Context: an optimization exercise on an open-source flow, tuned for small area. The choices shown serve that exercise and are no tape-out recipe. Where RTL was checked, it was by simulation tests only, not by an equivalence proof against the original. The clock input has no modelled driver; a real chip could not lean on it and would need a root buffer or a full tree. No activity file was given, so power comes from the tool's default toggle rates.

// perceptron_uart
module perceptron_uart (
    input  wire rst_n,
    input  wire clk,
    input  wire rx,
    output wire tx
);
    reg [4:0] p;                  
    reg [5:0] j;                  
    wire rev_end = (p == 5'd31);
    always @(posedge clk) begin
        p <= p + 5'd1;
        j <= (j == 6'd0) ? 6'd32 : j - 6'd1;
    end
    wire rxs = rx;                
    reg rxm, txm;                 
    reg txq;                      
    reg [2:0] bc;                 
    wire clr = (bc == 3'd6);
    reg [5:0] q;                  
    reg [3:0] k;                  
    reg [1:0] op;                 
    reg bb;                       
    assign tx = txq;
    wire tick = rev_end && (q == 6'd63);
    wire idle = !rxm && !txm;
    wire start = idle && !rxs;
    reg [31:0] wr;
    reg [32:0] ir;
    wire wt = wr[0];
    wire it = ir[32];
    wire [3:0] a = p[3:0];
    wire valid = !j[5] && (j[4] != p[4]);      
    wire [3:0] tgt = {~bc[0], k[2:0]};
    wire sel_in = op[1] & op[0];
    wire [4:0] cmpv = sel_in ? {~j[4], j[3:0]} : p;
    wire hit = (cmpv == {bc[1], tgt}) && !(sel_in && j[5]);
    wire dwin = !k[3] && !bc[2];              
    wire ins = rxm && dwin && hit;
    wire w_in = !clr && ((ins && !op[0]) ? bb : wt);
    wire i_in = !clr && ((ins &&  op[0]) ? bb : it);
    always @(posedge clk) begin
        wr <= {w_in, wr[31:1]};
        ir <= {ir[31:0], i_in};
    end
    reg [4:0] ca, cb;             
    reg cr;                       
    wire a15 = (a == 4'd15);
    wire b15 = (j[3:0] == 4'd15);
    wire pp = (wt & it) ^ (a15 ^ b15);
    wire cst = (p == 5'd1) && j[5];           
    wire inc = valid ? pp : cst;
    wire [4:0] an = ca + {4'd0, inc & !p[4]};
    wire [4:0] bn = cb + {4'd0, inc &  p[4]};
    wire sbit = ca[0] ^ bn[0] ^ cr;           
    wire cout = (ca[0] & bn[0]) | (cr & (ca[0] ^ bn[0]));
    always @(posedge clk) begin
        if (rev_end) begin
            ca <= {1'b0, an[4:1]};
            cb <= {1'b0, bn[4:1]};
            cr <= (j == 6'd29) ? 1'b0 : cout;  
        end else begin
  ...
Size: roughly 300 cells after synthesis, roughly 3300 sq um of cells after synthesis.
==> flow/config.mk <==
export PLATFORM = sky130hd
export DESIGN_NAME = perceptron_uart
export DESIGN_NICKNAME = perceptron_uart
export VERILOG_FILES = /design/flow/design.v
export SDC_FILE = /design/flow/constraint.sdc
export NUM_CORES = 4
export LEC_CHECK = 0
export CAP_MARGIN = 20
export CORE_MARGIN = 2
export CORE_UTILIZATION = 75
export SLEW_MARGIN = 20
==> flow/constraint.sdc <==
create_clock -name core_clock -period 12.0 [get_ports {clk}]
set_input_delay 2.4000 -clock core_clock [delete_from_list [all_inputs] [get_ports {clk}]]
set_output_delay 2.4000 -clock core_clock [all_outputs]
set_load 0.01 [all_outputs]
standard.sh (not shown) runs the stock make flow with config.mk's settings and CLKGATE_MAP_FILE= SYNTH_SCRIPT=/design/flow/synth_recipe.tcl, a recipe that flattens the netlist after the stock synthesis.
==> flow/flow/run.sh <==
#!/bin/bash
# Own layout flow: the standard ORFS flow (standard.sh) with three changes:
#  - an area-oriented ABC script for the combinational logic, and adders left
#    to ABC instead of the half/full-adder map (registers are mapped exactly as
#    in the standard synthesis: the dfflibmap step is untouched);
#  - plain buf_1 cells as the port buffers;
#  - a flat clock distribution (mycts.tcl) in place of clock_tree_synthesis:
#    a few clock buffers, all fed straight from the clk port, each driving one
#    group of registers, so every register sees the same buffer delay.
# Every tool's output stays in the ORFS logs under orfs/logs; make's own output
# goes to standard.log.
set -euo pipefail
W=$(pwd)
rm -rf "$W/scripts_mod"
cp -r "$FLOW_HOME/scripts" "$W/scripts_mod"
cp "$W/flow/abc_area.script" "$W/scripts_mod/abc_area.script"
# swap the clock_tree_synthesis call for the flat distribution
sed -i "s|^log_cmd clock_tree_synthesis {\*}\$cts_args|source $W/flow/mycts.tcl|" "$W/scripts_mod/cts.tcl"
grep -q "mycts.tcl" "$W/scripts_mod/cts.tcl"
bash "$W/standard.sh" SCRIPTS_DIR="$W/scripts_mod" ABC_AREA=1 ADDER_MAP_FILE= \
    "BUFFER_PORTS_ARGS=-buffer_cell sky130_fd_sc_hd__buf_1" \
    "MY_CLK_BUF=$(cat "$W/flow/clkbuf.txt")" finish > "$W/standard.log" 2>&1
==> flow/flow/clkbuf.txt <==
sky130_fd_sc_hd__inv_4 8 sky130_fd_sc_hd__clkinv_8 1
Other scripts of this flow, unchanged in this note and not shown: flow/flow/abc_area.script, flow/flow/mycts.tcl
The starting point completed without violations.
Change:
==> flow/flow/clkbuf.txt (replaced) <==
sky130_fd_sc_hd__inv_4 9 sky130_fd_sc_hd__inv_6 2
=> Setup slack gets better by 0.044 ns; cell count climbs by about 0.55%; total power climbs by about 2.3%; critical path depth does not change; routed wire length climbs by 3.0%; maximum frequency climbs by about 1.2%; sequential share of layout area drops by 0.14 points; first-iteration DRC count climbs by about 24%; combinational power climbs by about 1%; cell area is about the same.
Change:
==> flow/flow/clkbuf.txt (replaced) <==
sky130_fd_sc_hd__clkbuf_4 10 sky130_fd_sc_hd__clkbuf_8 1
Synthesized area stays the same.
Global-route usage decreases by 0.80 points.
Power grows slightly.
Core utilization came out higher by 0.35 points.
Routed wire length goes down by a few percent.
Register-to-register slack barely changes.
Sequential power stays flat.
Flip-flop and latch count stays the same.
Synthesized cell count stays the same.
Final cell count does not change.
Sequential share of layout area falls by 0.28 points.
Change:
==> flow/flow/clkbuf.txt (replaced) <==
sky130_fd_sc_hd__inv_4 8 sky130_fd_sc_hd__inv_6 2
What happened:
- setup slack gets worse by 0.053 ns
- flip-flop and latch count does not change
- final area fell by 0.61%
- wire length rose by about 2%
- synthesized area does not change
- synthesized cell count does not change
- fmax fell by about 1.5%
- worst hold slack improved by 0.0093 ns
No run of this note takes its clock network from TritonCTS; it comes from the design's own scripts or RTL.

* * *

## v4
perceptron_uart, a different RTL version from the one above (not shown whole).
Size: ~440 cells after synthesis, roughly 4 I/O pins, roughly 4100 um^2 of cells after synthesis.
Settings: LEC_CHECK=0, ABC_AREA=1, CAP_MARGIN=20, CORE_MARGIN=2, CORE_UTILIZATION=40, SLEW_MARGIN=20; clock period 12.0 ns.
run.sh (not shown) runs the stock make flow with config.mk's settings and CLKGATE_MAP_FILE= SYNTH_SCRIPT=/design/flow/synth_recipe.tcl, a recipe that flattens the netlist after the stock synthesis.
Stock flow here: none of the scripts above is used.
Changes in v48 relative to v4:
# v4
export LEC_CHECK = 0
export ABC_AREA = 1
export CAP_MARGIN = 20
export CORE_MARGIN = 2
export CORE_UTILIZATION = 40
export SLEW_MARGIN = 20
create_clock -name core_clock -period 12.0 [get_ports {clk}]
# v48
export LEC_CHECK = 0
export CAP_MARGIN = 20
export CORE_MARGIN = 2
export CORE_UTILIZATION = 60
export CTS_BUF_LIST = sky130_fd_sc_hd__clkbuf_16
export CTS_CLUSTER_DIAMETER = 500
export CTS_CLUSTER_SIZE = 100
export SLEW_MARGIN = 20
create_clock -name core_clock -period 12.0 [get_ports {clk}]
[summary]
- The sum of routed wire length over all layers in v48 sits 2.7% above the value recorded for v4.
- Footprint of the multi-input gates went up by a few percent going from v4 to v48.
- Looking only at share of the clock period used by the worst path, and setting everything else aside, the higher value of v48 and v4 goes to v4.
- Across both runs, clock distribution area overhead in the final layout was higher for v48 than for v4.
- Going from v4 to v48, number of cells in the design after placement shrank by more than 10%.
## Diff of input files: v45 against v48
# v48
export LEC_CHECK = 0
export CAP_MARGIN = 20
export CORE_MARGIN = 2
export CORE_UTILIZATION = 60
export CTS_BUF_LIST = sky130_fd_sc_hd__clkbuf_16
export CTS_CLUSTER_DIAMETER = 500
export CTS_CLUSTER_SIZE = 100
export SLEW_MARGIN = 20
create_clock -name core_clock -period 12.0 [get_ports {clk}]
# v45
export LEC_CHECK = 0
export CAP_MARGIN = 20
export CORE_MARGIN = 2
export CORE_UTILIZATION = 40
export SLEW_MARGIN = 20
create_clock -name core_clock -period 12.0 [get_ports {clk}]
## What came out
- v45 vs. v48: global-route wire length before repair now sits higher; switching power as a share of total power picked up an extra 2.5 points.
- Standard-cell row count was higher in v45 than in v48.
- v48 and v45 ended up with nearly the same count of buffers not belonging to the clock network in the layout.
- Comparing v48 and v45, the lower worst clock skew was measured on v48.
- Taking v48 as the reference point, the total chip power of v45 falls by about 10%.
- Sequential fraction of total cell area (v45 over v48): increase, 0.30 points
- Global-route met1 utilization was higher in the run labelled v48.
- Diff v48 -> v45: summed area of non-filler cells in the final layout shows a reduction of 0.59%, maximum vdd ir drop shows a reduction of about 1.6%.

* * *

Another version of the RTL of perceptron_uart (not shown whole).
Size in the first run: roughly 330 cells after synthesis, about 4 I/O pins, ~0.0035 mm^2 of cells after synthesis.
## perceptron_uart
module perceptron_uart (
    input  wire rst_n,
    input  wire clk,
    input  wire rx,
    output wire tx
);
    reg [4:0] p;                  
    reg [5:0] j;                  
    wire rev_end = (p == 5'd31);
    always @(posedge clk) begin
        p <= p + 5'd1;
        j <= (j == 6'd0) ? 6'd32 : j - 6'd1;
    end
    wire rxs = rx;                
    reg rxm, txm;                 
    reg txq;                      
    reg [2:0] bc;                 
    wire clr = (bc == 3'd6);
    reg [5:0] q;                  
    reg [3:0] k;                  
    reg [1:0] op;                 
    reg bb;                       
    assign tx = txq;
    wire tick = rev_end && (q == 6'd63);
    wire idle = !rxm && !txm;
    wire start = idle && !rxs;
    reg [31:0] wr;
    reg [32:0] ir;
    wire wt = wr[0];
    wire it = ir[32];
    wire [3:0] a = p[3:0];
    wire valid = !j[5] && (j[4] != p[4]);      
    wire [3:0] tgt = {~bc[0], k[2:0]};
    wire sel_in = op[1] & op[0];
    wire [4:0] cmpv = sel_in ? {~j[4], j[3:0]} : p;
    wire hit = (cmpv == {bc[1], tgt}) && !(sel_in && j[5]);
    wire dwin = !k[3] && !bc[2];              
    wire ins = rxm && dwin && hit;
    wire w_in = !clr && ((ins && !op[0]) ? bb : wt);
    wire i_in = !clr && ((ins &&  op[0]) ? bb : it);
    always @(posedge clk) begin
        wr <= {w_in, wr[31:1]};
        ir <= {ir[31:0], i_in};
    end
    reg [4:0] ca, cb;             
    reg cr;                       
    wire a15 = (a == 4'd15);
    wire b15 = (j[3:0] == 4'd15);
    wire pp = (wt & it) ^ (a15 ^ b15);
    wire cst = (p == 5'd1) && j[5];           
    wire inc = valid ? pp : cst;
    wire [4:0] an = ca + {4'd0, inc & !p[4]};
    wire [4:0] bn = cb + {4'd0, inc &  p[4]};
    wire sbit = an[0] ^ bn[0] ^ cr;
    wire cout = (an[0] & bn[0]) | (cr & (an[0] ^ bn[0]));
    always @(posedge clk) begin
        if (rev_end) begin
            if (j == 6'd17) begin             
                ca <= 5'd0;
                cb <= 5'd0;
            end else begin
                ca <= {1'b0, an[4:1]};
                cb <= {1'b0, bn[4:1]};
            end
            cr <= (j == 6'd29) ? 1'b0 : cout;  
        end else begin
            ca <= an;
            cb <= bn;
        end
    end
    wire [5:0] rn = {2'b00, ~bc[0], k[2:0]};
  ...
export LEC_CHECK = 0
export CAP_MARGIN = 20
export CORE_MARGIN = 2
export CORE_UTILIZATION = 60
export SLEW_MARGIN = 20
create_clock -name core_clock -period 12.0 [get_ports {clk}]
standard.sh (not shown) runs the stock make flow with config.mk's settings and CLKGATE_MAP_FILE= SYNTH_SCRIPT=/design/flow/synth_recipe.tcl, a recipe that flattens the netlist after the stock synthesis.
==> flow/flow/clkbuf.txt <==
sky130_fd_sc_hd__clkbuf_16 4
Scripts as last shown in full above: flow/flow/run.sh
Other scripts of this flow, unchanged in this note and not shown: flow/flow/abc_area.script, flow/flow/mycts.tcl
Change:
==> flow/flow/clkbuf.txt (replaced) <==
sky130_fd_sc_hd__clkbuf_4 10 sky130_fd_sc_hd__clkbuf_8
The new run passed the timing, design-rule and antenna checks.
Die area stays the same.
Worst setup slack is worse by 0.14 ns.
Cell count came out higher slightly.
Global-route usage came out higher by 0.15 points.
Flip-flop and latch count stays the same.
Register-to-register slack is better by 0.02 ns.
No run of this note included a check of the RTL's function; only the layout flow was run. In every run of this note, the design's own scripts or RTL, not TritonCTS, make the clock network.

port drivers added, routing unchanged:
How much do the figures lean on ideal ports? The routed layouts below were timed once more, with nothing changed but the port constraints.
Step 1: set_driving_cell puts a clkbuf_16 on clk and a buf_2 on each other input, an assumption about the parent block.
Step 2 moves the port delays by t, midway between the first and last clock arrival at a register: inputs arrive t later, outputs are due t later. That takes back most of the time a late clock gives input paths.
Three values: ideal ports, drivers, drivers and shift; two values: the first two.
run | shift t [ns] | setup WS [ns] | latest minus earliest clock arrival (ns)
the first run of note 1 | 0.262 | 8.418 / 8.418 / 8.418 | 0.017 / 0.017
the second run of note 1 | 0.193 | 8.462 / 8.462 / 8.462 | 0.026 / 0.026
the third run of note 1 | 0.374 | 8.472 / 8.472 / 8.472 | 0.019 / 0.018
the fourth run of note 1 | 0.196 | 8.419 / 8.419 / 8.419 | 0.018 / 0.018
v4 | 0.392 | 8.164 / 8.133 / 8.524 | 0.012 / 0.011
v48 | 0.372 | 8.195 / 8.160 / 8.259 | 0.010 / 0.009
v45 | 0.388 | 8.173 / 8.143 / 8.236 | 0.013 / 0.014
the first run of note 3 | 0.230 | 8.677 / 8.674 / 8.501 | 0.011 / 0.011
the second run of note 3 | 0.390 | 8.534 / 8.505 / 8.507 | 0.017 / 0.017
After both steps every run listed still meets setup and hold. The setup slack of the first run of note 3, which loses most, moves by -0.003 ns with the drivers and by -0.176 ns with both steps.
